Context: an optimization exercise on an open-source flow, tuned for small area, a short achievable clock period and few clock cycles per item. The choices shown serve that exercise and are no tape-out recipe.
For this run, only the layout was checked, not whether the RTL still works.

**flow/flow/run.sh**
```bash
#!/bin/bash
set -euo pipefail
export BUFFER_PORTS_ARGS="-buffer_cell sky130_fd_sc_hd__buf_2"
export PRE_FLOORPLAN_TCL="$PWD/flow/downsize.tcl"
bash standard.sh > standard.log 2>&1
```
**flow/config.mk**
```make
export PLATFORM = sky130hd
export DESIGN_NAME = booth
export DESIGN_NICKNAME = booth
export VERILOG_FILES = /design/flow/design.v
export SDC_FILE = /design/flow/constraint.sdc
export NUM_CORES = 4
export LEC_CHECK = 0
export CAP_MARGIN = 20
export CORE_MARGIN = 2
export CORE_UTILIZATION = 40
export SLEW_MARGIN = 20
export SYNTH_HIERARCHICAL = 1
export SYNTH_MINIMUM_KEEP_SIZE = 0
```
**flow/standard.sh**
```bash
#!/bin/bash
# synth_recipe.tcl (not shown) runs the flow's synth.tcl, then flattens the netlist and writes it again
# the make line also repeats each setting of config.mk as NAME=value (left out here)
make -C /OpenROAD-flow-scripts/flow DESIGN_CONFIG=/design/flow/config.mk WORK_HOME=/design/flow/orfs CLKGATE_MAP_FILE= SYNTH_SCRIPT=/design/flow/synth_recipe.tcl "${@:-finish}"
```
**flow/design.v**
```verilog
module booth (
    input  wire        clk  ,
    input  wire        rst_n,
    input  wire [15:0] x    ,
    input  wire [15:0] y    ,
    input  wire        start,
    output wire [31:0] z    ,
    output wire        busy
);
assign busy = 1'b0;
wire one0_0, two0_0;
menc0 ue0_0 (.y2(y[1]), .y1(y[0]), .one(one0_0), .two(two0_0));
wire one1_0, two1_0;
menc ue1_0 (.y2(y[3]), .y1(y[2]), .y0(y[1]), .one(one1_0), .two(two1_0));
wire one2_0, two2_0;
menc ue2_0 (.y2(y[5]), .y1(y[4]), .y0(y[3]), .one(one2_0), .two(two2_0));
wire one3_0, two3_0;
menc ue3_0 (.y2(y[7]), .y1(y[6]), .y0(y[5]), .one(one3_0), .two(two3_0));
wire one4_0, two4_0;
menc ue4_0 (.y2(y[9]), .y1(y[8]), .y0(y[7]), .one(one4_0), .two(two4_0));
wire one5_0, two5_0;
menc ue5_0 (.y2(y[11]), .y1(y[10]), .y0(y[9]), .one(one5_0), .two(two5_0));
wire one6_0, two6_0;
menc ue6_0 (.y2(y[13]), .y1(y[12]), .y0(y[11]), .one(one6_0), .two(two6_0));
wire one7_0, two7_0;
menc ue7_0 (.y2(y[15]), .y1(y[14]), .y0(y[13]), .one(one7_0), .two(two7_0));
wire pp0_0;
mbs0 upp0_0 (.xj(x[0]), .one(one0_0), .neg(y[1]), .pp(pp0_0));
wire pp0_1;
mbs upp0_1 (.xj(x[1]), .xm(x[0]), .one(one0_0), .two(two0_0), .neg(y[1]), .pp(pp0_1));
wire pp0_2;
mbs upp0_2 (.xj(x[2]), .xm(x[1]), .one(one0_0), .two(two0_0), .neg(y[1]), .pp(pp0_2));
wire pp0_3;
mbs upp0_3 (.xj(x[3]), .xm(x[2]), .one(one0_0), .two(two0_0), .neg(y[1]), .pp(pp0_3));
wire pp0_4;
mbs upp0_4 (.xj(x[4]), .xm(x[3]), .one(one0_0), .two(two0_0), .neg(y[1]), .pp(pp0_4));
wire pp0_5;
mbs upp0_5 (.xj(x[5]), .xm(x[4]), .one(one0_0), .two(two0_0), .neg(y[1]), .pp(pp0_5));
wire pp0_6;
mbs upp0_6 (.xj(x[6]), .xm(x[5]), .one(one0_0), .two(two0_0), .neg(y[1]), .pp(pp0_6));
wire pp0_7;
mbs upp0_7 (.xj(x[7]), .xm(x[6]), .one(one0_0), .two(two0_0), .neg(y[1]), .pp(pp0_7));
wire pp0_8;
mbs upp0_8 (.xj(x[8]), .xm(x[7]), .one(one0_0), .two(two0_0), .neg(y[1]), .pp(pp0_8));
wire pp0_9;
mbs upp0_9 (.xj(x[9]), .xm(x[8]), .one(one0_0), .two(two0_0), .neg(y[1]), .pp(pp0_9));
wire pp0_10;
mbs upp0_10 (.xj(x[10]), .xm(x[9]), .one(one0_0), .two(two0_0), .neg(y[1]), .pp(pp0_10));
wire pp0_11;
mbs upp0_11 (.xj(x[11]), .xm(x[10]), .one(one0_0), .two(two0_0), .neg(y[1]), .pp(pp0_11));
wire pp0_12;
mbs upp0_12 (.xj(x[12]), .xm(x[11]), .one(one0_0), .two(two0_0), .neg(y[1]), .pp(pp0_12));
wire pp0_13;
mbs upp0_13 (.xj(x[13]), .xm(x[12]), .one(one0_0), .two(two0_0), .neg(y[1]), .pp(pp0_13));
wire pp0_14;
mbs upp0_14 (.xj(x[14]), .xm(x[13]), .one(one0_0), .two(two0_0), .neg(y[1]), .pp(pp0_14));
wire pp0_15;
mbs upp0_15 (.xj(x[15]), .xm(x[14]), .one(one0_0), .two(two0_0), .neg(y[1]), .pp(pp0_15));
wire pp0_16;
mbsn upp0_16 (.xj(x[15]), .xm(x[15]), .one(one0_0), .two(two0_0), .neg(y[1]), .pp(pp0_16));
wire s0n;
minv us0n (.a(pp0_16), .y(s0n));
wire pp1_0;
mbs0 upp1_0 (.xj(x[0]), .one(one1_0), .neg(y[3]), .pp(pp1_0));
wire pp1_1;
mbs upp1_1 (.xj(x[1]), .xm(x[0]), .one(one1_0), .two(two1_0), .neg(y[3]), .pp(pp1_1));
wire pp1_2;
mbs upp1_2 (.xj(x[2]), .xm(x[1]), .one(one1_0), .two(two1_0), .neg(y[3]), .pp(pp1_2));
wire pp1_3;
mbs upp1_3 (.xj(x[3]), .xm(x[2]), .one(one1_0), .two(two1_0), .neg(y[3]), .pp(pp1_3));
wire pp1_4;
mbs upp1_4 (.xj(x[4]), .xm(x[3]), .one(one1_0), .two(two1_0), .neg(y[3]), .pp(pp1_4));
wire pp1_5;
mbs upp1_5 (.xj(x[5]), .xm(x[4]), .one(one1_0), .two(two1_0), .neg(y[3]), .pp(pp1_5));
wire pp1_6;
mbs upp1_6 (.xj(x[6]), .xm(x[5]), .one(one1_0), .two(two1_0), .neg(y[3]), .pp(pp1_6));
wire pp1_7;
mbs upp1_7 (.xj(x[7]), .xm(x[6]), .one(one1_0), .two(two1_0), .neg(y[3]), .pp(pp1_7));
wire pp1_8;
mbs upp1_8 (.xj(x[8]), .xm(x[7]), .one(one1_0), .two(two1_0), .neg(y[3]), .pp(pp1_8));
wire pp1_9;
mbs upp1_9 (.xj(x[9]), .xm(x[8]), .one(one1_0), .two(two1_0), .neg(y[3]), .pp(pp1_9));
wire pp1_10;
mbs upp1_10 (.xj(x[10]), .xm(x[9]), .one(one1_0), .two(two1_0), .neg(y[3]), .pp(pp1_10));
wire pp1_11;
mbs upp1_11 (.xj(x[11]), .xm(x[10]), .one(one1_0), .two(two1_0), .neg(y[3]), .pp(pp1_11));
wire pp1_12;
mbs upp1_12 (.xj(x[12]), .xm(x[11]), .one(one1_0), .two(two1_0), .neg(y[3]), .pp(pp1_12));
wire pp1_13;
mbs upp1_13 (.xj(x[13]), .xm(x[12]), .one(one1_0), .two(two1_0), .neg(y[3]), .pp(pp1_13));
wire pp1_14;
mbs upp1_14 (.xj(x[14]), .xm(x[13]), .one(one1_0), .two(two1_0), .neg(y[3]), .pp(pp1_14));
wire pp1_15;
mbs upp1_15 (.xj(x[15]), .xm(x[14]), .one(one1_0), .two(two1_0), .neg(y[3]), .pp(pp1_15));
wire pp1_16;
mbsn upp1_16 (.xj(x[15]), .xm(x[15]), .one(one1_0), .two(two1_0), .neg(y[3]), .pp(pp1_16));
wire pp2_0;
mbs0 upp2_0 (.xj(x[0]), .one(one2_0), .neg(y[5]), .pp(pp2_0));
wire pp2_1;
mbs upp2_1 (.xj(x[1]), .xm(x[0]), .one(one2_0), .two(two2_0), .neg(y[5]), .pp(pp2_1));
wire pp2_2;
mbs upp2_2 (.xj(x[2]), .xm(x[1]), .one(one2_0), .two(two2_0), .neg(y[5]), .pp(pp2_2));
wire pp2_3;
mbs upp2_3 (.xj(x[3]), .xm(x[2]), .one(one2_0), .two(two2_0), .neg(y[5]), .pp(pp2_3));
wire pp2_4;
mbs upp2_4 (.xj(x[4]), .xm(x[3]), .one(one2_0), .two(two2_0), .neg(y[5]), .pp(pp2_4));
wire pp2_5;
mbs upp2_5 (.xj(x[5]), .xm(x[4]), .one(one2_0), .two(two2_0), .neg(y[5]), .pp(pp2_5));
wire pp2_6;
mbs upp2_6 (.xj(x[6]), .xm(x[5]), .one(one2_0), .two(two2_0), .neg(y[5]), .pp(pp2_6));
wire pp2_7;
mbs upp2_7 (.xj(x[7]), .xm(x[6]), .one(one2_0), .two(two2_0), .neg(y[5]), .pp(pp2_7));
wire pp2_8;
mbs upp2_8 (.xj(x[8]), .xm(x[7]), .one(one2_0), .two(two2_0), .neg(y[5]), .pp(pp2_8));
wire pp2_9;
mbs upp2_9 (.xj(x[9]), .xm(x[8]), .one(one2_0), .two(two2_0), .neg(y[5]), .pp(pp2_9));
wire pp2_10;
mbs upp2_10 (.xj(x[10]), .xm(x[9]), .one(one2_0), .two(two2_0), .neg(y[5]), .pp(pp2_10));
wire pp2_11;
mbs upp2_11 (.xj(x[11]), .xm(x[10]), .one(one2_0), .two(two2_0), .neg(y[5]), .pp(pp2_11));
wire pp2_12;
mbs upp2_12 (.xj(x[12]), .xm(x[11]), .one(one2_0), .two(two2_0), .neg(y[5]), .pp(pp2_12));
wire pp2_13;
mbs upp2_13 (.xj(x[13]), .xm(x[12]), .one(one2_0), .two(two2_0), .neg(y[5]), .pp(pp2_13));
wire pp2_14;
mbs upp2_14 (.xj(x[14]), .xm(x[13]), .one(one2_0), .two(two2_0), .neg(y[5]), .pp(pp2_14));
wire pp2_15;
mbs upp2_15 (.xj(x[15]), .xm(x[14]), .one(one2_0), .two(two2_0), .neg(y[5]), .pp(pp2_15));
wire pp2_16;
mbsn upp2_16 (.xj(x[15]), .xm(x[15]), .one(one2_0), .two(two2_0), .neg(y[5]), .pp(pp2_16));
wire pp3_0;
mbs0 upp3_0 (.xj(x[0]), .one(one3_0), .neg(y[7]), .pp(pp3_0));
wire pp3_1;
mbs upp3_1 (.xj(x[1]), .xm(x[0]), .one(one3_0), .two(two3_0), .neg(y[7]), .pp(pp3_1));
wire pp3_2;
mbs upp3_2 (.xj(x[2]), .xm(x[1]), .one(one3_0), .two(two3_0), .neg(y[7]), .pp(pp3_2));
wire pp3_3;
mbs upp3_3 (.xj(x[3]), .xm(x[2]), .one(one3_0), .two(two3_0), .neg(y[7]), .pp(pp3_3));
wire pp3_4;
mbs upp3_4 (.xj(x[4]), .xm(x[3]), .one(one3_0), .two(two3_0), .neg(y[7]), .pp(pp3_4));
wire pp3_5;
mbs upp3_5 (.xj(x[5]), .xm(x[4]), .one(one3_0), .two(two3_0), .neg(y[7]), .pp(pp3_5));
wire pp3_6;
mbs upp3_6 (.xj(x[6]), .xm(x[5]), .one(one3_0), .two(two3_0), .neg(y[7]), .pp(pp3_6));
wire pp3_7;
mbs upp3_7 (.xj(x[7]), .xm(x[6]), .one(one3_0), .two(two3_0), .neg(y[7]), .pp(pp3_7));
wire pp3_8;
mbs upp3_8 (.xj(x[8]), .xm(x[7]), .one(one3_0), .two(two3_0), .neg(y[7]), .pp(pp3_8));
wire pp3_9;
mbs upp3_9 (.xj(x[9]), .xm(x[8]), .one(one3_0), .two(two3_0), .neg(y[7]), .pp(pp3_9));
wire pp3_10;
mbs upp3_10 (.xj(x[10]), .xm(x[9]), .one(one3_0), .two(two3_0), .neg(y[7]), .pp(pp3_10));
wire pp3_11;
mbs upp3_11 (.xj(x[11]), .xm(x[10]), .one(one3_0), .two(two3_0), .neg(y[7]), .pp(pp3_11));
wire pp3_12;
mbs upp3_12 (.xj(x[12]), .xm(x[11]), .one(one3_0), .two(two3_0), .neg(y[7]), .pp(pp3_12));
wire pp3_13;
mbs upp3_13 (.xj(x[13]), .xm(x[12]), .one(one3_0), .two(two3_0), .neg(y[7]), .pp(pp3_13));
wire pp3_14;
mbs upp3_14 (.xj(x[14]), .xm(x[13]), .one(one3_0), .two(two3_0), .neg(y[7]), .pp(pp3_14));
wire pp3_15;
mbs upp3_15 (.xj(x[15]), .xm(x[14]), .one(one3_0), .two(two3_0), .neg(y[7]), .pp(pp3_15));
wire pp3_16;
mbsn upp3_16 (.xj(x[15]), .xm(x[15]), .one(one3_0), .two(two3_0), .neg(y[7]), .pp(pp3_16));
wire pp4_0;
mbs0 upp4_0 (.xj(x[0]), .one(one4_0), .neg(y[9]), .pp(pp4_0));
wire pp4_1;
mbs upp4_1 (.xj(x[1]), .xm(x[0]), .one(one4_0), .two(two4_0), .neg(y[9]), .pp(pp4_1));
wire pp4_2;
mbs upp4_2 (.xj(x[2]), .xm(x[1]), .one(one4_0), .two(two4_0), .neg(y[9]), .pp(pp4_2));
wire pp4_3;
mbs upp4_3 (.xj(x[3]), .xm(x[2]), .one(one4_0), .two(two4_0), .neg(y[9]), .pp(pp4_3));
wire pp4_4;
mbs upp4_4 (.xj(x[4]), .xm(x[3]), .one(one4_0), .two(two4_0), .neg(y[9]), .pp(pp4_4));
wire pp4_5;
mbs upp4_5 (.xj(x[5]), .xm(x[4]), .one(one4_0), .two(two4_0), .neg(y[9]), .pp(pp4_5));
wire pp4_6;
mbs upp4_6 (.xj(x[6]), .xm(x[5]), .one(one4_0), .two(two4_0), .neg(y[9]), .pp(pp4_6));
wire pp4_7;
mbs upp4_7 (.xj(x[7]), .xm(x[6]), .one(one4_0), .two(two4_0), .neg(y[9]), .pp(pp4_7));
wire pp4_8;
mbs upp4_8 (.xj(x[8]), .xm(x[7]), .one(one4_0), .two(two4_0), .neg(y[9]), .pp(pp4_8));
wire pp4_9;
mbs upp4_9 (.xj(x[9]), .xm(x[8]), .one(one4_0), .two(two4_0), .neg(y[9]), .pp(pp4_9));
wire pp4_10;
mbs upp4_10 (.xj(x[10]), .xm(x[9]), .one(one4_0), .two(two4_0), .neg(y[9]), .pp(pp4_10));
wire pp4_11;
mbs upp4_11 (.xj(x[11]), .xm(x[10]), .one(one4_0), .two(two4_0), .neg(y[9]), .pp(pp4_11));
wire pp4_12;
mbs upp4_12 (.xj(x[12]), .xm(x[11]), .one(one4_0), .two(two4_0), .neg(y[9]), .pp(pp4_12));
wire pp4_13;
mbs upp4_13 (.xj(x[13]), .xm(x[12]), .one(one4_0), .two(two4_0), .neg(y[9]), .pp(pp4_13));
wire pp4_14;
mbs upp4_14 (.xj(x[14]), .xm(x[13]), .one(one4_0), .two(two4_0), .neg(y[9]), .pp(pp4_14));
wire pp4_15;
mbs upp4_15 (.xj(x[15]), .xm(x[14]), .one(one4_0), .two(two4_0), .neg(y[9]), .pp(pp4_15));
wire pp4_16;
mbsn upp4_16 (.xj(x[15]), .xm(x[15]), .one(one4_0), .two(two4_0), .neg(y[9]), .pp(pp4_16));
wire pp5_0;
mbs0 upp5_0 (.xj(x[0]), .one(one5_0), .neg(y[11]), .pp(pp5_0));
wire pp5_1;
mbs upp5_1 (.xj(x[1]), .xm(x[0]), .one(one5_0), .two(two5_0), .neg(y[11]), .pp(pp5_1));
wire pp5_2;
mbs upp5_2 (.xj(x[2]), .xm(x[1]), .one(one5_0), .two(two5_0), .neg(y[11]), .pp(pp5_2));
wire pp5_3;
mbs upp5_3 (.xj(x[3]), .xm(x[2]), .one(one5_0), .two(two5_0), .neg(y[11]), .pp(pp5_3));
wire pp5_4;
mbs upp5_4 (.xj(x[4]), .xm(x[3]), .one(one5_0), .two(two5_0), .neg(y[11]), .pp(pp5_4));
wire pp5_5;
mbs upp5_5 (.xj(x[5]), .xm(x[4]), .one(one5_0), .two(two5_0), .neg(y[11]), .pp(pp5_5));
wire pp5_6;
mbs upp5_6 (.xj(x[6]), .xm(x[5]), .one(one5_0), .two(two5_0), .neg(y[11]), .pp(pp5_6));
wire pp5_7;
mbs upp5_7 (.xj(x[7]), .xm(x[6]), .one(one5_0), .two(two5_0), .neg(y[11]), .pp(pp5_7));
wire pp5_8;
mbs upp5_8 (.xj(x[8]), .xm(x[7]), .one(one5_0), .two(two5_0), .neg(y[11]), .pp(pp5_8));
wire pp5_9;
mbs upp5_9 (.xj(x[9]), .xm(x[8]), .one(one5_0), .two(two5_0), .neg(y[11]), .pp(pp5_9));
wire pp5_10;
mbs upp5_10 (.xj(x[10]), .xm(x[9]), .one(one5_0), .two(two5_0), .neg(y[11]), .pp(pp5_10));
wire pp5_11;
mbs upp5_11 (.xj(x[11]), .xm(x[10]), .one(one5_0), .two(two5_0), .neg(y[11]), .pp(pp5_11));
wire pp5_12;
mbs upp5_12 (.xj(x[12]), .xm(x[11]), .one(one5_0), .two(two5_0), .neg(y[11]), .pp(pp5_12));
wire pp5_13;
mbs upp5_13 (.xj(x[13]), .xm(x[12]), .one(one5_0), .two(two5_0), .neg(y[11]), .pp(pp5_13));
wire pp5_14;
mbs upp5_14 (.xj(x[14]), .xm(x[13]), .one(one5_0), .two(two5_0), .neg(y[11]), .pp(pp5_14));
wire pp5_15;
mbs upp5_15 (.xj(x[15]), .xm(x[14]), .one(one5_0), .two(two5_0), .neg(y[11]), .pp(pp5_15));
wire pp5_16;
mbsn upp5_16 (.xj(x[15]), .xm(x[15]), .one(one5_0), .two(two5_0), .neg(y[11]), .pp(pp5_16));
wire pp6_0;
mbs0 upp6_0 (.xj(x[0]), .one(one6_0), .neg(y[13]), .pp(pp6_0));
wire pp6_1;
mbs upp6_1 (.xj(x[1]), .xm(x[0]), .one(one6_0), .two(two6_0), .neg(y[13]), .pp(pp6_1));
wire pp6_2;
mbs upp6_2 (.xj(x[2]), .xm(x[1]), .one(one6_0), .two(two6_0), .neg(y[13]), .pp(pp6_2));
wire pp6_3;
mbs upp6_3 (.xj(x[3]), .xm(x[2]), .one(one6_0), .two(two6_0), .neg(y[13]), .pp(pp6_3));
wire pp6_4;
mbs upp6_4 (.xj(x[4]), .xm(x[3]), .one(one6_0), .two(two6_0), .neg(y[13]), .pp(pp6_4));
wire pp6_5;
mbs upp6_5 (.xj(x[5]), .xm(x[4]), .one(one6_0), .two(two6_0), .neg(y[13]), .pp(pp6_5));
wire pp6_6;
mbs upp6_6 (.xj(x[6]), .xm(x[5]), .one(one6_0), .two(two6_0), .neg(y[13]), .pp(pp6_6));
wire pp6_7;
mbs upp6_7 (.xj(x[7]), .xm(x[6]), .one(one6_0), .two(two6_0), .neg(y[13]), .pp(pp6_7));
wire pp6_8;
mbs upp6_8 (.xj(x[8]), .xm(x[7]), .one(one6_0), .two(two6_0), .neg(y[13]), .pp(pp6_8));
wire pp6_9;
mbs upp6_9 (.xj(x[9]), .xm(x[8]), .one(one6_0), .two(two6_0), .neg(y[13]), .pp(pp6_9));
wire pp6_10;
mbs upp6_10 (.xj(x[10]), .xm(x[9]), .one(one6_0), .two(two6_0), .neg(y[13]), .pp(pp6_10));
wire pp6_11;
mbs upp6_11 (.xj(x[11]), .xm(x[10]), .one(one6_0), .two(two6_0), .neg(y[13]), .pp(pp6_11));
wire pp6_12;
mbs upp6_12 (.xj(x[12]), .xm(x[11]), .one(one6_0), .two(two6_0), .neg(y[13]), .pp(pp6_12));
wire pp6_13;
mbs upp6_13 (.xj(x[13]), .xm(x[12]), .one(one6_0), .two(two6_0), .neg(y[13]), .pp(pp6_13));
wire pp6_14;
mbs upp6_14 (.xj(x[14]), .xm(x[13]), .one(one6_0), .two(two6_0), .neg(y[13]), .pp(pp6_14));
wire pp6_15;
mbs upp6_15 (.xj(x[15]), .xm(x[14]), .one(one6_0), .two(two6_0), .neg(y[13]), .pp(pp6_15));
wire pp6_16;
mbsn upp6_16 (.xj(x[15]), .xm(x[15]), .one(one6_0), .two(two6_0), .neg(y[13]), .pp(pp6_16));
wire pp7_0;
mbs0 upp7_0 (.xj(x[0]), .one(one7_0), .neg(y[15]), .pp(pp7_0));
wire pp7_1;
mbs upp7_1 (.xj(x[1]), .xm(x[0]), .one(one7_0), .two(two7_0), .neg(y[15]), .pp(pp7_1));
wire pp7_2;
mbs upp7_2 (.xj(x[2]), .xm(x[1]), .one(one7_0), .two(two7_0), .neg(y[15]), .pp(pp7_2));
wire pp7_3;
mbs upp7_3 (.xj(x[3]), .xm(x[2]), .one(one7_0), .two(two7_0), .neg(y[15]), .pp(pp7_3));
wire pp7_4;
mbs upp7_4 (.xj(x[4]), .xm(x[3]), .one(one7_0), .two(two7_0), .neg(y[15]), .pp(pp7_4));
wire pp7_5;
mbs upp7_5 (.xj(x[5]), .xm(x[4]), .one(one7_0), .two(two7_0), .neg(y[15]), .pp(pp7_5));
wire pp7_6;
mbs upp7_6 (.xj(x[6]), .xm(x[5]), .one(one7_0), .two(two7_0), .neg(y[15]), .pp(pp7_6));
wire pp7_7;
mbs upp7_7 (.xj(x[7]), .xm(x[6]), .one(one7_0), .two(two7_0), .neg(y[15]), .pp(pp7_7));
wire pp7_8;
mbs upp7_8 (.xj(x[8]), .xm(x[7]), .one(one7_0), .two(two7_0), .neg(y[15]), .pp(pp7_8));
wire pp7_9;
mbs upp7_9 (.xj(x[9]), .xm(x[8]), .one(one7_0), .two(two7_0), .neg(y[15]), .pp(pp7_9));
wire pp7_10;
mbs upp7_10 (.xj(x[10]), .xm(x[9]), .one(one7_0), .two(two7_0), .neg(y[15]), .pp(pp7_10));
wire pp7_11;
mbs upp7_11 (.xj(x[11]), .xm(x[10]), .one(one7_0), .two(two7_0), .neg(y[15]), .pp(pp7_11));
wire pp7_12;
mbs upp7_12 (.xj(x[12]), .xm(x[11]), .one(one7_0), .two(two7_0), .neg(y[15]), .pp(pp7_12));
wire pp7_13;
mbs upp7_13 (.xj(x[13]), .xm(x[12]), .one(one7_0), .two(two7_0), .neg(y[15]), .pp(pp7_13));
wire pp7_14;
mbs upp7_14 (.xj(x[14]), .xm(x[13]), .one(one7_0), .two(two7_0), .neg(y[15]), .pp(pp7_14));
wire pp7_15;
mbs upp7_15 (.xj(x[15]), .xm(x[14]), .one(one7_0), .two(two7_0), .neg(y[15]), .pp(pp7_15));
wire pp7_16;
mbsn upp7_16 (.xj(x[15]), .xm(x[15]), .one(one7_0), .two(two7_0), .neg(y[15]), .pp(pp7_16));
wire s1, c2;
mha us1 (.a(y[3]), .b(pp0_2), .s(s1), .co(c2));
wire s3, c4;
mha us3 (.a(pp0_3), .b(pp1_1), .s(s3), .co(c4));
wire s5, c6;
mfa us5 (.a(y[5]), .b(pp0_4), .c(pp1_2), .s(s5), .co(c6));
wire s7, c8;
mha us7 (.a(pp2_0), .b(c4), .s(s7), .co(c8));
wire s9, c10;
mfa us9 (.a(pp0_5), .b(pp1_3), .c(pp2_1), .s(s9), .co(c10));
wire s11, c12;
mha us11 (.a(c6), .b(c8), .s(s11), .co(c12));
wire s13, c14;
mfa us13 (.a(y[7]), .b(pp0_6), .c(pp1_4), .s(s13), .co(c14));
wire s15, c16;
mfa us15 (.a(pp2_2), .b(pp3_0), .c(c10), .s(s15), .co(c16));
wire s17, c18;
mha us17 (.a(s13), .b(c12), .s(s17), .co(c18));
wire s19, c20;
mfa us19 (.a(pp0_7), .b(pp1_5), .c(pp2_3), .s(s19), .co(c20));
wire s21, c22;
mfa us21 (.a(pp3_1), .b(c14), .c(s19), .s(s21), .co(c22));
wire s23, c24;
mha us23 (.a(c16), .b(c18), .s(s23), .co(c24));
wire s25, c26;
mfa us25 (.a(y[9]), .b(pp0_8), .c(pp1_6), .s(s25), .co(c26));
wire s27, c28;
mfa us27 (.a(pp2_4), .b(pp3_2), .c(pp4_0), .s(s27), .co(c28));
wire s29, c30;
mfa us29 (.a(c20), .b(s25), .c(s27), .s(s29), .co(c30));
wire s31, c32;
mha us31 (.a(c22), .b(s29), .s(s31), .co(c32));
wire s33, c34;
mfa us33 (.a(pp0_9), .b(pp1_7), .c(pp2_5), .s(s33), .co(c34));
wire s35, c36;
mfa us35 (.a(pp3_3), .b(pp4_1), .c(c26), .s(s35), .co(c36));
wire s37, c38;
mfa us37 (.a(c28), .b(s33), .c(s35), .s(s37), .co(c38));
wire s39, c40;
mha us39 (.a(c30), .b(c32), .s(s39), .co(c40));
wire s41, c42;
mfa us41 (.a(y[11]), .b(pp0_10), .c(pp1_8), .s(s41), .co(c42));
wire s43, c44;
mfa us43 (.a(pp2_6), .b(pp3_4), .c(pp4_2), .s(s43), .co(c44));
wire s45, c46;
mfa us45 (.a(pp5_0), .b(c34), .c(s41), .s(s45), .co(c46));
wire s47, c48;
mfa us47 (.a(s43), .b(c36), .c(s45), .s(s47), .co(c48));
wire s49, c50;
mha us49 (.a(c38), .b(c40), .s(s49), .co(c50));
wire s51, c52;
mfa us51 (.a(pp0_11), .b(pp1_9), .c(pp2_7), .s(s51), .co(c52));
wire s53, c54;
mfa us53 (.a(pp3_5), .b(pp4_3), .c(pp5_1), .s(s53), .co(c54));
wire s55, c56;
mfa us55 (.a(c42), .b(c44), .c(s51), .s(s55), .co(c56));
wire s57, c58;
mfa us57 (.a(s53), .b(c46), .c(s55), .s(s57), .co(c58));
wire s59, c60;
mha us59 (.a(c48), .b(s57), .s(s59), .co(c60));
wire s61, c62;
mfa us61 (.a(y[13]), .b(pp0_12), .c(pp1_10), .s(s61), .co(c62));
wire s63, c64;
mfa us63 (.a(pp2_8), .b(pp3_6), .c(pp4_4), .s(s63), .co(c64));
wire s65, c66;
mfa us65 (.a(pp5_2), .b(pp6_0), .c(c52), .s(s65), .co(c66));
wire s67, c68;
mfa us67 (.a(c54), .b(s61), .c(s63), .s(s67), .co(c68));
wire s69, c70;
mfa us69 (.a(s65), .b(c56), .c(s67), .s(s69), .co(c70));
wire s71, c72;
mha us71 (.a(c58), .b(s69), .s(s71), .co(c72));
wire s73, c74;
mfa us73 (.a(pp0_13), .b(pp1_11), .c(pp2_9), .s(s73), .co(c74));
wire s75, c76;
mfa us75 (.a(pp3_7), .b(pp4_5), .c(pp5_3), .s(s75), .co(c76));
wire s77, c78;
mfa us77 (.a(pp6_1), .b(c62), .c(c64), .s(s77), .co(c78));
wire s79, c80;
mfa us79 (.a(s73), .b(s75), .c(c66), .s(s79), .co(c80));
wire s81, c82;
mfa us81 (.a(s77), .b(c68), .c(s79), .s(s81), .co(c82));
wire s83, c84;
mha us83 (.a(c70), .b(c72), .s(s83), .co(c84));
wire s85, c86;
mfa us85 (.a(y[15]), .b(pp0_14), .c(pp1_12), .s(s85), .co(c86));
wire s87, c88;
mfa us87 (.a(pp2_10), .b(pp3_8), .c(pp4_6), .s(s87), .co(c88));
wire s89, c90;
mfa us89 (.a(pp5_4), .b(pp6_2), .c(pp7_0), .s(s89), .co(c90));
wire s91, c92;
mfa us91 (.a(c74), .b(c76), .c(s85), .s(s91), .co(c92));
wire s93, c94;
mfa us93 (.a(s87), .b(s89), .c(c78), .s(s93), .co(c94));
wire s95, c96;
mfa us95 (.a(s91), .b(c80), .c(s93), .s(s95), .co(c96));
wire s97, c98;
mha us97 (.a(c82), .b(s95), .s(s97), .co(c98));
wire s99, c100;
mfa us99 (.a(pp0_15), .b(pp1_13), .c(pp2_11), .s(s99), .co(c100));
wire s101, c102;
mfa us101 (.a(pp3_9), .b(pp4_7), .c(pp5_5), .s(s101), .co(c102));
wire s103, c104;
mfa us103 (.a(pp6_3), .b(pp7_1), .c(c86), .s(s103), .co(c104));
wire s105, c106;
mfa us105 (.a(c88), .b(c90), .c(s99), .s(s105), .co(c106));
wire s107, c108;
mfa us107 (.a(s101), .b(s103), .c(c92), .s(s107), .co(c108));
wire s109, c110;
mfa us109 (.a(s105), .b(c94), .c(s107), .s(s109), .co(c110));
wire s111, c112;
mha us111 (.a(c96), .b(s109), .s(s111), .co(c112));
wire s113, c114;
mfa us113 (.a(s0n), .b(pp1_14), .c(pp2_12), .s(s113), .co(c114));
wire s115, c116;
mfa us115 (.a(pp3_10), .b(pp4_8), .c(pp5_6), .s(s115), .co(c116));
wire s117, c118;
mfa us117 (.a(pp6_4), .b(pp7_2), .c(c100), .s(s117), .co(c118));
wire s119, c120;
mfa us119 (.a(c102), .b(s113), .c(s115), .s(s119), .co(c120));
wire s121, c122;
mfa us121 (.a(c104), .b(s117), .c(c106), .s(s121), .co(c122));
wire s123, c124;
mfa us123 (.a(s119), .b(c108), .c(s121), .s(s123), .co(c124));
wire s125, c126;
mha us125 (.a(c110), .b(s123), .s(s125), .co(c126));
wire s127, c128;
mfa us127 (.a(s0n), .b(pp1_15), .c(pp2_13), .s(s127), .co(c128));
wire s129, c130;
mfa us129 (.a(pp3_11), .b(pp4_9), .c(pp5_7), .s(s129), .co(c130));
wire s131, c132;
mfa us131 (.a(pp6_5), .b(pp7_3), .c(c114), .s(s131), .co(c132));
wire s133, c134;
mfa us133 (.a(c116), .b(s127), .c(s129), .s(s133), .co(c134));
wire s135, c136;
mfa us135 (.a(c118), .b(s131), .c(c120), .s(s135), .co(c136));
wire s137, c138;
mfa us137 (.a(s133), .b(c122), .c(s135), .s(s137), .co(c138));
wire s139, c140;
mha us139 (.a(c124), .b(s137), .s(s139), .co(c140));
wire s141, c142;
mfa us141 (.a(pp0_16), .b(pp1_16), .c(pp2_14), .s(s141), .co(c142));
wire s143, c144;
mfa us143 (.a(pp3_12), .b(pp4_10), .c(pp5_8), .s(s143), .co(c144));
wire s145, c146;
mfa us145 (.a(pp6_6), .b(pp7_4), .c(c128), .s(s145), .co(c146));
wire s147, c148;
mfa us147 (.a(c130), .b(s141), .c(s143), .s(s147), .co(c148));
wire s149, c150;
mfa us149 (.a(c132), .b(s145), .c(c134), .s(s149), .co(c150));
wire s151, c152;
mfa us151 (.a(s147), .b(c136), .c(s149), .s(s151), .co(c152));
wire s153, c154;
mha us153 (.a(c138), .b(s151), .s(s153), .co(c154));
wire s155;
minv us155 (.a(pp2_15), .y(s155));
wire s156, c157;
mfa us156 (.a(pp3_13), .b(pp4_11), .c(pp5_9), .s(s156), .co(c157));
wire s158, c159;
mfa us158 (.a(pp6_7), .b(pp7_5), .c(s155), .s(s158), .co(c159));
wire s160, c161;
mfa us160 (.a(c142), .b(c144), .c(s156), .s(s160), .co(c161));
wire s162, c163;
mfa us162 (.a(s158), .b(c146), .c(c148), .s(s162), .co(c163));
wire s164, c165;
mfa us164 (.a(s160), .b(c150), .c(s162), .s(s164), .co(c165));
wire s166, c167;
mha us166 (.a(c152), .b(s164), .s(s166), .co(c167));
wire s168, c169;
mfa us168 (.a(pp2_16), .b(pp3_14), .c(pp4_12), .s(s168), .co(c169));
wire s170, c171;
mfa us170 (.a(pp5_10), .b(pp6_8), .c(pp7_6), .s(s170), .co(c171));
wire s172, c173;
mfa us172 (.a(pp2_15), .b(c157), .c(s168), .s(s172), .co(c173));
wire s174, c175;
mfa us174 (.a(s170), .b(c159), .c(c161), .s(s174), .co(c175));
wire s176, c177;
mfa us176 (.a(s172), .b(c163), .c(s174), .s(s176), .co(c177));
wire s178, c179;
mha us178 (.a(c165), .b(s176), .s(s178), .co(c179));
wire s180;
minv us180 (.a(pp3_15), .y(s180));
wire s181, c182;
mfa us181 (.a(pp4_13), .b(pp5_11), .c(pp6_9), .s(s181), .co(c182));
wire s183, c184;
mfa us183 (.a(pp7_7), .b(s180), .c(c169), .s(s183), .co(c184));
wire s185, c186;
mfa us185 (.a(c171), .b(s181), .c(s183), .s(s185), .co(c186));
wire s187, c188;
mfa us187 (.a(c173), .b(c175), .c(s185), .s(s187), .co(c188));
wire s189, c190;
mha us189 (.a(c177), .b(s187), .s(s189), .co(c190));
wire s191, c192;
mfa us191 (.a(pp3_16), .b(pp4_14), .c(pp5_12), .s(s191), .co(c192));
wire s193, c194;
mfa us193 (.a(pp6_10), .b(pp7_8), .c(pp3_15), .s(s193), .co(c194));
wire s195, c196;
mfa us195 (.a(c182), .b(s191), .c(s193), .s(s195), .co(c196));
wire s197, c198;
mfa us197 (.a(c184), .b(s195), .c(c186), .s(s197), .co(c198));
wire s199, c200;
mha us199 (.a(c188), .b(s197), .s(s199), .co(c200));
wire s201;
minv us201 (.a(pp4_15), .y(s201));
wire s202, c203;
mfa us202 (.a(pp5_13), .b(pp6_11), .c(pp7_9), .s(s202), .co(c203));
wire s204, c205;
mfa us204 (.a(s201), .b(c192), .c(c194), .s(s204), .co(c205));
wire s206, c207;
mfa us206 (.a(s202), .b(s204), .c(c196), .s(s206), .co(c207));
wire s208, c209;
mha us208 (.a(s206), .b(c198), .s(s208), .co(c209));
wire s210, c211;
mfa us210 (.a(pp4_16), .b(pp5_14), .c(pp6_12), .s(s210), .co(c211));
wire s212, c213;
mfa us212 (.a(pp7_10), .b(pp4_15), .c(c203), .s(s212), .co(c213));
wire s214, c215;
mfa us214 (.a(s210), .b(c205), .c(s212), .s(s214), .co(c215));
wire s216, c217;
mha us216 (.a(c207), .b(s214), .s(s216), .co(c217));
wire s218;
minv us218 (.a(pp5_15), .y(s218));
wire s219, c220;
mfa us219 (.a(pp6_13), .b(pp7_11), .c(s218), .s(s219), .co(c220));
wire s221, c222;
mfa us221 (.a(c211), .b(s219), .c(c213), .s(s221), .co(c222));
wire s223, c224;
mha us223 (.a(c215), .b(s221), .s(s223), .co(c224));
wire s225, c226;
mfa us225 (.a(pp5_16), .b(pp6_14), .c(pp7_12), .s(s225), .co(c226));
wire s227, c228;
mfa us227 (.a(pp5_15), .b(s225), .c(c220), .s(s227), .co(c228));
wire s229, c230;
mha us229 (.a(s227), .b(c222), .s(s229), .co(c230));
wire s231;
minv us231 (.a(pp6_15), .y(s231));
wire s232, c233;
mfa us232 (.a(pp7_13), .b(s231), .c(c226), .s(s232), .co(c233));
wire s234, c235;
mha us234 (.a(s232), .b(c228), .s(s234), .co(c235));
wire s236, c237;
mfa us236 (.a(pp6_16), .b(pp7_14), .c(pp6_15), .s(s236), .co(c237));
wire s238, c239;
mha us238 (.a(s236), .b(c233), .s(s238), .co(c239));
wire s240;
minv us240 (.a(pp7_15), .y(s240));
wire s241, c242;
mha us241 (.a(s240), .b(c237), .s(s241), .co(c242));
wire s243, c244;
mha us243 (.a(pp7_16), .b(pp7_15), .s(s243), .co(c244));
wire s245;
minv us245 (.a(c244), .y(s245));
wire lp246, lg247;
mha ulp246 (.a(pp0_0), .b(y[1]), .s(lp246), .co(lg247));
wire lp248, lg249;
mha ulp248 (.a(pp1_0), .b(s1), .s(lp248), .co(lg249));
wire lp250, lg251;
mha ulp250 (.a(c2), .b(s3), .s(lp250), .co(lg251));
wire lp252, lg253;
mha ulp252 (.a(s5), .b(s7), .s(lp252), .co(lg253));
wire lp254, lg255;
mha ulp254 (.a(s9), .b(s11), .s(lp254), .co(lg255));
wire lp256, lg257;
mha ulp256 (.a(s15), .b(s17), .s(lp256), .co(lg257));
wire lp258, lg259;
mha ulp258 (.a(s21), .b(s23), .s(lp258), .co(lg259));
wire lp260, lg261;
mha ulp260 (.a(c24), .b(s31), .s(lp260), .co(lg261));
wire lp262, lg263;
mha ulp262 (.a(s37), .b(s39), .s(lp262), .co(lg263));
wire lp264, lg265;
mha ulp264 (.a(s47), .b(s49), .s(lp264), .co(lg265));
wire lp266, lg267;
mha ulp266 (.a(c50), .b(s59), .s(lp266), .co(lg267));
wire lq268;
mand ulq268 (.a(lp248), .b(pp0_1), .y(lq268));
wire lg269;
mao ulg269 (.g1(lg253), .p1(lp252), .g0(lg251), .g(lg269));
wire lq270;
mand ulq270 (.a(lp252), .b(lp250), .y(lq270));
wire lg271;
mao ulg271 (.g1(lg257), .p1(lp256), .g0(lg255), .g(lg271));
wire lq272;
mand ulq272 (.a(lp256), .b(lp254), .y(lq272));
wire lg273;
mao ulg273 (.g1(lg261), .p1(lp260), .g0(lg259), .g(lg273));
wire lq274;
mand ulq274 (.a(lp260), .b(lp258), .y(lq274));
wire lg275;
mao ulg275 (.g1(lg265), .p1(lp264), .g0(lg263), .g(lg275));
wire lq276;
mand ulq276 (.a(lp264), .b(lp262), .y(lq276));
wire lg277;
mao ulg277 (.g1(lg249), .p1(lq268), .g0(lg247), .g(lg277));
wire lg278;
mao ulg278 (.g1(lg271), .p1(lq272), .g0(lg269), .g(lg278));
wire lq279;
mand ulq279 (.a(lq272), .b(lq270), .y(lq279));
wire lg280;
mao ulg280 (.g1(lg275), .p1(lq276), .g0(lg273), .g(lg280));
wire lq281;
mand ulq281 (.a(lq276), .b(lq274), .y(lq281));
wire lg282;
mao ulg282 (.g1(lg278), .p1(lq279), .g0(lg277), .g(lg282));
wire lg283;
mao ulg283 (.g1(lg280), .p1(lq281), .g0(lg282), .g(lg283));
wire lg284;
mao ulg284 (.g1(lg269), .p1(lq270), .g0(lg277), .g(lg284));
wire lg285;
mao ulg285 (.g1(lg273), .p1(lq274), .g0(lg282), .g(lg285));
wire la286;
mand ula286 (.a(pp0_1), .b(lg247), .y(la286));
wire lg287;
mao ulg287 (.g1(lg251), .p1(lp250), .g0(lg277), .g(lg287));
wire lg288;
mao ulg288 (.g1(lg255), .p1(lp254), .g0(lg284), .g(lg288));
wire lg289;
mao ulg289 (.g1(lg259), .p1(lp258), .g0(lg282), .g(lg289));
wire lg290;
mao ulg290 (.g1(lg263), .p1(lp262), .g0(lg285), .g(lg290));
wire lg291;
mao ulg291 (.g1(lg267), .p1(lp266), .g0(lg283), .g(lg291));
wire ls292;
mxor uls292 (.a(pp0_1), .b(lg247), .y(ls292));
wire ls293;
mxor uls293 (.a(lp248), .b(la286), .y(ls293));
wire ls294;
mxor uls294 (.a(lp250), .b(lg277), .y(ls294));
wire ls295;
mxor uls295 (.a(lp252), .b(lg287), .y(ls295));
wire ls296;
mxor uls296 (.a(lp254), .b(lg284), .y(ls296));
wire ls297;
mxor uls297 (.a(lp256), .b(lg288), .y(ls297));
wire ls298;
mxor uls298 (.a(lp258), .b(lg282), .y(ls298));
wire ls299;
mxor uls299 (.a(lp260), .b(lg289), .y(ls299));
wire ls300;
mxor uls300 (.a(lp262), .b(lg285), .y(ls300));
wire ls301;
mxor uls301 (.a(lp264), .b(lg290), .y(ls301));
wire ls302;
mxor uls302 (.a(lp266), .b(lg283), .y(ls302));
reg [12:0] qlo;
reg [19:0] qa;
reg [18:0] qb;
wire hp303, hg304;
mha uhp303 (.a(qa[0]), .b(qb[0]), .s(hp303), .co(hg304));
wire hp305, hg306;
mha uhp305 (.a(qa[1]), .b(qb[1]), .s(hp305), .co(hg306));
wire hp307, hg308;
mha uhp307 (.a(qa[2]), .b(qb[2]), .s(hp307), .co(hg308));
wire hp309, hg310;
mha uhp309 (.a(qa[3]), .b(qb[3]), .s(hp309), .co(hg310));
wire hp311, hg312;
mha uhp311 (.a(qa[4]), .b(qb[4]), .s(hp311), .co(hg312));
wire hp313, hg314;
mha uhp313 (.a(qa[5]), .b(qb[5]), .s(hp313), .co(hg314));
wire hp315, hg316;
mha uhp315 (.a(qa[6]), .b(qb[6]), .s(hp315), .co(hg316));
wire hp317, hg318;
mha uhp317 (.a(qa[7]), .b(qb[7]), .s(hp317), .co(hg318));
wire hp319, hg320;
mha uhp319 (.a(qa[8]), .b(qb[8]), .s(hp319), .co(hg320));
wire hp321, hg322;
mha uhp321 (.a(qa[9]), .b(qb[9]), .s(hp321), .co(hg322));
wire hp323, hg324;
mha uhp323 (.a(qa[10]), .b(qb[10]), .s(hp323), .co(hg324));
wire hp325, hg326;
mha uhp325 (.a(qa[11]), .b(qb[11]), .s(hp325), .co(hg326));
wire hp327, hg328;
mha uhp327 (.a(qa[12]), .b(qb[12]), .s(hp327), .co(hg328));
wire hp329, hg330;
mha uhp329 (.a(qa[13]), .b(qb[13]), .s(hp329), .co(hg330));
wire hp331, hg332;
mha uhp331 (.a(qa[14]), .b(qb[14]), .s(hp331), .co(hg332));
wire hp333, hg334;
mha uhp333 (.a(qa[15]), .b(qb[15]), .s(hp333), .co(hg334));
wire hp335, hg336;
mha uhp335 (.a(qa[16]), .b(qb[16]), .s(hp335), .co(hg336));
wire hp337, hg338;
mha uhp337 (.a(qa[17]), .b(qb[17]), .s(hp337), .co(hg338));
wire hp339, hg340;
mha uhp339 (.a(qa[18]), .b(qb[18]), .s(hp339), .co(hg340));
wire hg341;
mao uhg341 (.g1(hg304), .p1(hp303), .g0(qlo[12]), .g(hg341));
wire hg342;
mao uhg342 (.g1(hg308), .p1(hp307), .g0(hg306), .g(hg342));
wire hq343;
mand uhq343 (.a(hp307), .b(hp305), .y(hq343));
wire hg344;
mao uhg344 (.g1(hg312), .p1(hp311), .g0(hg310), .g(hg344));
wire hq345;
mand uhq345 (.a(hp311), .b(hp309), .y(hq345));
wire hg346;
mao uhg346 (.g1(hg316), .p1(hp315), .g0(hg314), .g(hg346));
wire hq347;
mand uhq347 (.a(hp315), .b(hp313), .y(hq347));
wire hg348;
mao uhg348 (.g1(hg320), .p1(hp319), .g0(hg318), .g(hg348));
wire hq349;
mand uhq349 (.a(hp319), .b(hp317), .y(hq349));
wire hg350;
mao uhg350 (.g1(hg324), .p1(hp323), .g0(hg322), .g(hg350));
wire hq351;
mand uhq351 (.a(hp323), .b(hp321), .y(hq351));
wire hg352;
mao uhg352 (.g1(hg328), .p1(hp327), .g0(hg326), .g(hg352));
wire hq353;
mand uhq353 (.a(hp327), .b(hp325), .y(hq353));
wire hg354;
mao uhg354 (.g1(hg332), .p1(hp331), .g0(hg330), .g(hg354));
wire hq355;
mand uhq355 (.a(hp331), .b(hp329), .y(hq355));
wire hg356;
mao uhg356 (.g1(hg336), .p1(hp335), .g0(hg334), .g(hg356));
wire hq357;
mand uhq357 (.a(hp335), .b(hp333), .y(hq357));
wire hg358;
mao uhg358 (.g1(hg340), .p1(hp339), .g0(hg338), .g(hg358));
wire hq359;
mand uhq359 (.a(hp339), .b(hp337), .y(hq359));
wire hg360;
mao uhg360 (.g1(hg342), .p1(hq343), .g0(hg341), .g(hg360));
wire hg361;
mao uhg361 (.g1(hg346), .p1(hq347), .g0(hg344), .g(hg361));
wire hq362;
mand uhq362 (.a(hq347), .b(hq345), .y(hq362));
wire hg363;
mao uhg363 (.g1(hg350), .p1(hq351), .g0(hg348), .g(hg363));
wire hq364;
mand uhq364 (.a(hq351), .b(hq349), .y(hq364));
wire hg365;
mao uhg365 (.g1(hg354), .p1(hq355), .g0(hg352), .g(hg365));
wire hq366;
mand uhq366 (.a(hq355), .b(hq353), .y(hq366));
wire hg367;
mao uhg367 (.g1(hg358), .p1(hq359), .g0(hg356), .g(hg367));
wire hq368;
mand uhq368 (.a(hq359), .b(hq357), .y(hq368));
wire hg369;
mao uhg369 (.g1(hg361), .p1(hq362), .g0(hg360), .g(hg369));
wire hg370;
mao uhg370 (.g1(hg365), .p1(hq366), .g0(hg363), .g(hg370));
wire hq371;
mand uhq371 (.a(hq366), .b(hq364), .y(hq371));
wire hg372;
mao uhg372 (.g1(hg370), .p1(hq371), .g0(hg369), .g(hg372));
wire hg373;
mao uhg373 (.g1(hg363), .p1(hq364), .g0(hg369), .g(hg373));
wire hg374;
mao uhg374 (.g1(hg367), .p1(hq368), .g0(hg372), .g(hg374));
wire hg375;
mao uhg375 (.g1(hg344), .p1(hq345), .g0(hg360), .g(hg375));
wire hg376;
mao uhg376 (.g1(hg348), .p1(hq349), .g0(hg369), .g(hg376));
wire hg377;
mao uhg377 (.g1(hg352), .p1(hq353), .g0(hg373), .g(hg377));
wire hg378;
mao uhg378 (.g1(hg356), .p1(hq357), .g0(hg372), .g(hg378));
wire hg379;
mao uhg379 (.g1(hg306), .p1(hp305), .g0(hg341), .g(hg379));
wire hg380;
mao uhg380 (.g1(hg310), .p1(hp309), .g0(hg360), .g(hg380));
wire hg381;
mao uhg381 (.g1(hg314), .p1(hp313), .g0(hg375), .g(hg381));
wire hg382;
mao uhg382 (.g1(hg318), .p1(hp317), .g0(hg369), .g(hg382));
wire hg383;
mao uhg383 (.g1(hg322), .p1(hp321), .g0(hg376), .g(hg383));
wire hg384;
mao uhg384 (.g1(hg326), .p1(hp325), .g0(hg373), .g(hg384));
wire hg385;
mao uhg385 (.g1(hg330), .p1(hp329), .g0(hg377), .g(hg385));
wire hg386;
mao uhg386 (.g1(hg334), .p1(hp333), .g0(hg372), .g(hg386));
wire hg387;
mao uhg387 (.g1(hg338), .p1(hp337), .g0(hg378), .g(hg387));
wire ha388;
mand uha388 (.a(qa[19]), .b(hg374), .y(ha388));
wire hs389;
mxor uhs389 (.a(hp303), .b(qlo[12]), .y(hs389));
wire hs390;
mxor uhs390 (.a(hp305), .b(hg341), .y(hs390));
wire hs391;
mxor uhs391 (.a(hp307), .b(hg379), .y(hs391));
wire hs392;
mxor uhs392 (.a(hp309), .b(hg360), .y(hs392));
wire hs393;
mxor uhs393 (.a(hp311), .b(hg380), .y(hs393));
wire hs394;
mxor uhs394 (.a(hp313), .b(hg375), .y(hs394));
wire hs395;
mxor uhs395 (.a(hp315), .b(hg381), .y(hs395));
wire hs396;
mxor uhs396 (.a(hp317), .b(hg369), .y(hs396));
wire hs397;
mxor uhs397 (.a(hp319), .b(hg382), .y(hs397));
wire hs398;
mxor uhs398 (.a(hp321), .b(hg376), .y(hs398));
wire hs399;
mxor uhs399 (.a(hp323), .b(hg383), .y(hs399));
wire hs400;
mxor uhs400 (.a(hp325), .b(hg373), .y(hs400));
wire hs401;
mxor uhs401 (.a(hp327), .b(hg384), .y(hs401));
wire hs402;
mxor uhs402 (.a(hp329), .b(hg377), .y(hs402));
wire hs403;
mxor uhs403 (.a(hp331), .b(hg385), .y(hs403));
wire hs404;
mxor uhs404 (.a(hp333), .b(hg372), .y(hs404));
wire hs405;
mxor uhs405 (.a(hp335), .b(hg386), .y(hs405));
wire hs406;
mxor uhs406 (.a(hp337), .b(hg378), .y(hs406));
wire hs407;
mxor uhs407 (.a(hp339), .b(hg387), .y(hs407));
wire hs408;
mxor uhs408 (.a(qa[19]), .b(hg374), .y(hs408));
assign z = {hs408, hs407, hs406, hs405, hs404, hs403, hs402, hs401, hs400, hs399, hs398, hs397, hs396, hs395, hs394, hs393, hs392, hs391, hs390, hs389, qlo[11], qlo[10], qlo[9], qlo[8], qlo[7], qlo[6], qlo[5], qlo[4], qlo[3], qlo[2], qlo[1], qlo[0]};
always @(posedge clk)
    if (start) begin
        qlo <= {lg291, ls302, ls301, ls300, ls299, ls298, ls297, ls296, ls295, ls294, ls293, ls292, lp246};
        qa <= {s245, c242, c239, c235, c230, c224, c217, c209, c200, c190, c179, c167, c154, c140, c126, c112, c98, c84, s81, c60};
        qb <= {s243, s241, s238, s234, s229, s223, s216, s208, s199, s189, s178, s166, s153, s139, s125, s111, s97, s83, s71};
    end
endmodule
module menc (input wire y2, input wire y1, input wire y0, output wire one, output wire two);
assign one = y1 ^ y0;
assign two = (y2 & ~y1 & ~y0) | (~y2 & y1 & y0);
endmodule
module menc0 (input wire y2, input wire y1, output wire one, output wire two);
assign one = y1;
assign two = y2 & ~y1;
endmodule
module mbs (input wire xj, input wire xm, input wire one, input wire two, input wire neg, output wire pp);
assign pp = ((one & xj) | (two & xm)) ^ neg;
endmodule
module mbs0 (input wire xj, input wire one, input wire neg, output wire pp);
assign pp = (one & xj) ^ neg;
endmodule
module mbsn (input wire xj, input wire xm, input wire one, input wire two, input wire neg, output wire pp);
assign pp = ~(((one & xj) | (two & xm)) ^ neg);
endmodule
module mfa (input wire a, input wire b, input wire c, output wire s, output wire co);
assign s  = a ^ b ^ c;
assign co = (a & b) | (a & c) | (b & c);
endmodule
module mha (input wire a, input wire b, output wire s, output wire co);
assign s  = a ^ b;
assign co = a & b;
endmodule
module minv (input wire a, output wire y);
assign y = ~a;
endmodule
module mand (input wire a, input wire b, output wire y);
assign y = a & b;
endmodule
module mxor (input wire a, input wire b, output wire y);
assign y = a ^ b;
endmodule
module mao (input wire g1, input wire p1, input wire g0, output wire g);
assign g = g1 | (p1 & g0);
endmodule
```
**flow/flow/downsize.tcl**
```tcl
# Start the layout from the smallest drive strength of each combinational
# cell that synthesis picked; timing repair later sizes up what it needs.
set db [ord::get_db]
set block [ord::get_db_block]
set n 0
foreach inst [$block getInsts] {
  set m [[$inst getMaster] getName]
  if {![regexp {^(sky130_fd_sc_hd__([a-z0-9]+))_([0-9]+)$} $m -> base short drive]} { continue }
  if {[regexp {^(s?e?df|dl|conb|tap|fill|decap|clk)} $short]} { continue }
  foreach d {0 1 2} {
    if {$d >= $drive} { break }
    set cand ${base}_$d
    set cm [$db findMaster $cand]
    if {$cm eq "NULL" || $cm eq ""} { continue }
    replace_cell [$inst getName] $cand
    incr n
    break
  }
}
puts "downsize.tcl: resized $n instances"
```
**flow/constraint.sdc**
```tcl
create_clock -name core_clock -period 4.0 [get_ports {clk}]
set_input_delay 0.8000 -clock core_clock [delete_from_list [all_inputs] [get_ports {clk}]]
set_output_delay 0.8000 -clock core_clock [all_outputs]
set_load 0.01 [all_outputs]
```
==> out/results.ini <==
[sta]
fmax_ghz = 0.2484
drv_slew = 0
tightest_slew_ns = 0.6167
min_period_over_period_pct = 100.6
final-setup-viol-count = 2
period_minus_slack_ns = 4.026
rsz0062_at_grt = yes
hold_viol_final = 0
slew_headroom_pct = 58.89
fin_ws_ns = -0.02598

[pwr]
power_density_mw_per_mm2 = 724.8
ir_drop_mv = 0.3668
totalPowerFinal_mw = 6.884
p_leak_nw = 3.966

[clock_tree]
path_clk_slew_ns = 0.07
clkSinkCount = 52
max-clock-path-buffers = 2
cts_tree = done
holdBufCountCts = 0
cts_made_buffers = 5
ctsRootBufferMaster = clkbuf_16
htree_levels = 2

[final_layout]
final_cell_mix = xnor2_1, a22oi_1, buf_4
fin_cells = 1023
diodes = 0
design_area_sq_mm = 0.009497
mostFrequentLayoutCell = xnor2_1
ff_latch_area_sq_mm = 0.001562
final_util_pct = 52.51
layout-drive-gt1-share_pct = 30.35
nFillCells = 1561
multi_input_area_sq_mm = 0.006120
nNetsFinal = 977

[grt]
grt_pass1_vias = 6155
overflow = 0
grt_start_max_net_pins = 28
grt_antenna_before_repair = 0
grt_usage_pct = 19.96
grt_pass1_wl_mm = 31.41

[critical_path]
crit_required_ns = 4.06
crit_fanout = 7
arrival_ns = 4.08
start_kind = input port
crit_path_end_kind = register
worstSetupPathType = in2reg

[floorplanning]
die_h_microns = 140.0
die_w_microns = 140.0
die_area_sq_mm = 0.01961
core_area_sq_mm = 0.01809
io_pins = 68
num_rows = 49
start_util_pct = 40.93

[placement]
port-buffer-count = 65
dp.cells = 993
dp_hpwl_mm = 15.03
place_area_sq_mm = 0.008886
gp_congestion = 0.8712

[detailed_routing]
drtIter0Drc = 392
antenna_left = 0
firstDrtPassIters = 24
wire_per_inst_microns = 19.26
routed_wl_mm = 19.70
drc_errors = 0
vias_per_cell = 5.633
via_count = 5763

[hold_path]
worstHoldStart = start
holdPathStages = 1
holdPathEnd = qa[15]$_DFFE_PP_
hp-class = in2reg

[job]
maxCapViolCount = 0

[status]
so_faults = setup timing
outcome = finished with violations

[synth]
syn-num-nets = 831
syn_inst = 647
ys_warn_count = 7

==> state kept, by name (all words and copies together), names as in the netlist <==
name	cells
qa	20
qb	19
qlo	13
==> report_power, final <==
part           switching (mW)  internal (mW)  total [mW]
sequential             0.0731           1.19        1.26
clock                   0.217          0.232       0.449
combinational            2.61           2.56        5.17
total                    2.90           3.98        6.88
==> timing repair <==
item / CTS / global route
resized for setup: 8 / 63
endpoints found under the setup margin: 7 / 13
endpoints found under the hold margin: 0 / 0
gates cloned: 0 / 1
pin swaps: 14 / 37
setup buffers: 1 / 20
==> routing by layer <==
| layer | global-route usage, % | vias up | wire, microns |
|---|---|---|---|
| li1 | - | 2628 | - |
| met1 | 26.90 | 2888 | 8495 |
| met2 | 33.73 | 229 | 9650 |
| met3 | 3.761 | 18 | 1321 |
| met4 | 4.359 | 0 | 231 |
| met5 | 0 | - | 0 |
==> critical path, stage by stage <==
cell	delay [ns]
buf_8	0.10
buf_12	0.12
xor2_4	0.25
buf_4	0.19
a22oi_2	0.08
xnor2_1	0.15
fa_1	0.44
fa_1	0.43
ha_2	0.21
ha_4	0.16
ha_4	0.26
ha_4	0.19
a21o_1	0.17
a21o_1	0.16
a21o_1	0.18
a21o_1	0.18
==> cell type report <==
type                       count  area share (%)
clock buffer                   5           1.318
multi-input combinational    553           64.44
clock inverter                 3          0.1845
sequential                    52           16.44
inverter                       8          0.3162
timing repair buffer         173           14.28
tap                          229           3.017
==> worst max path at each step <==
| stage | cells after the start | startpoint | endpoint | slack [ns] |
|---|---|---|---|---|
| 2_1_floorplan | 14 | y[6] | qlo[11]$_DFFE_PP_ | -0.18 |
| 3_3_place_gp | 15 | y[1] | qlo[11]$_DFFE_PP_ | -0.37 |
| 6_report | 16 | y[2] | qlo[12]$_DFFE_PP_ | -0.03 |
| 5_1_grt | 16 | y[2] | qlo[12]$_DFFE_PP_ | -0.13 |
| 3_5_place_dp | 15 | y[1] | qlo[11]$_DFFE_PP_ | -0.46 |
| 4_1_cts | 15 | y[2] | qlo[12]$_DFFE_PP_ | -0.02 |
==> per-stage QoR <==
stage               setup WS [ns]  hold slack (ns)  TNS (ns)
floorplan                 -0.1761           0.9125   -0.3440
CTS                      -0.01714            1.053  -0.01714
global route              -0.1272            1.082   -0.7279
detailed placement        -0.4550            1.212    -6.675
global placement          -0.3702            1.212    -5.554
finish                   -0.02598            1.046  -0.05141

==> port drivers added, routing unchanged <==
No port has a modelled driver above. Below, the same layout with a new extraction and two added sets of constraints.
Step 1: set_driving_cell puts a clkbuf_16 on clk and a buf_2 on each other input, an assumption about the parent block.
Step 2 times the ports against the registers' clock, not the clock port: input delays grow and output delays shrink by t, the midpoint of the rising clock arrivals with the driver on.
Slacks: no drivers / after step 1 / after step 2; pairs: no drivers / after step 1.
t (ns): 0.344
setup slack, ns: -0.026 / -0.031 / -0.375
latest minus earliest clock arrival (ns): 0.014 / 0.013
worst data-port slew with drivers (ns): 0.07
The setup slack of this run moves by -0.005 ns with the drivers and by -0.349 ns with both steps.
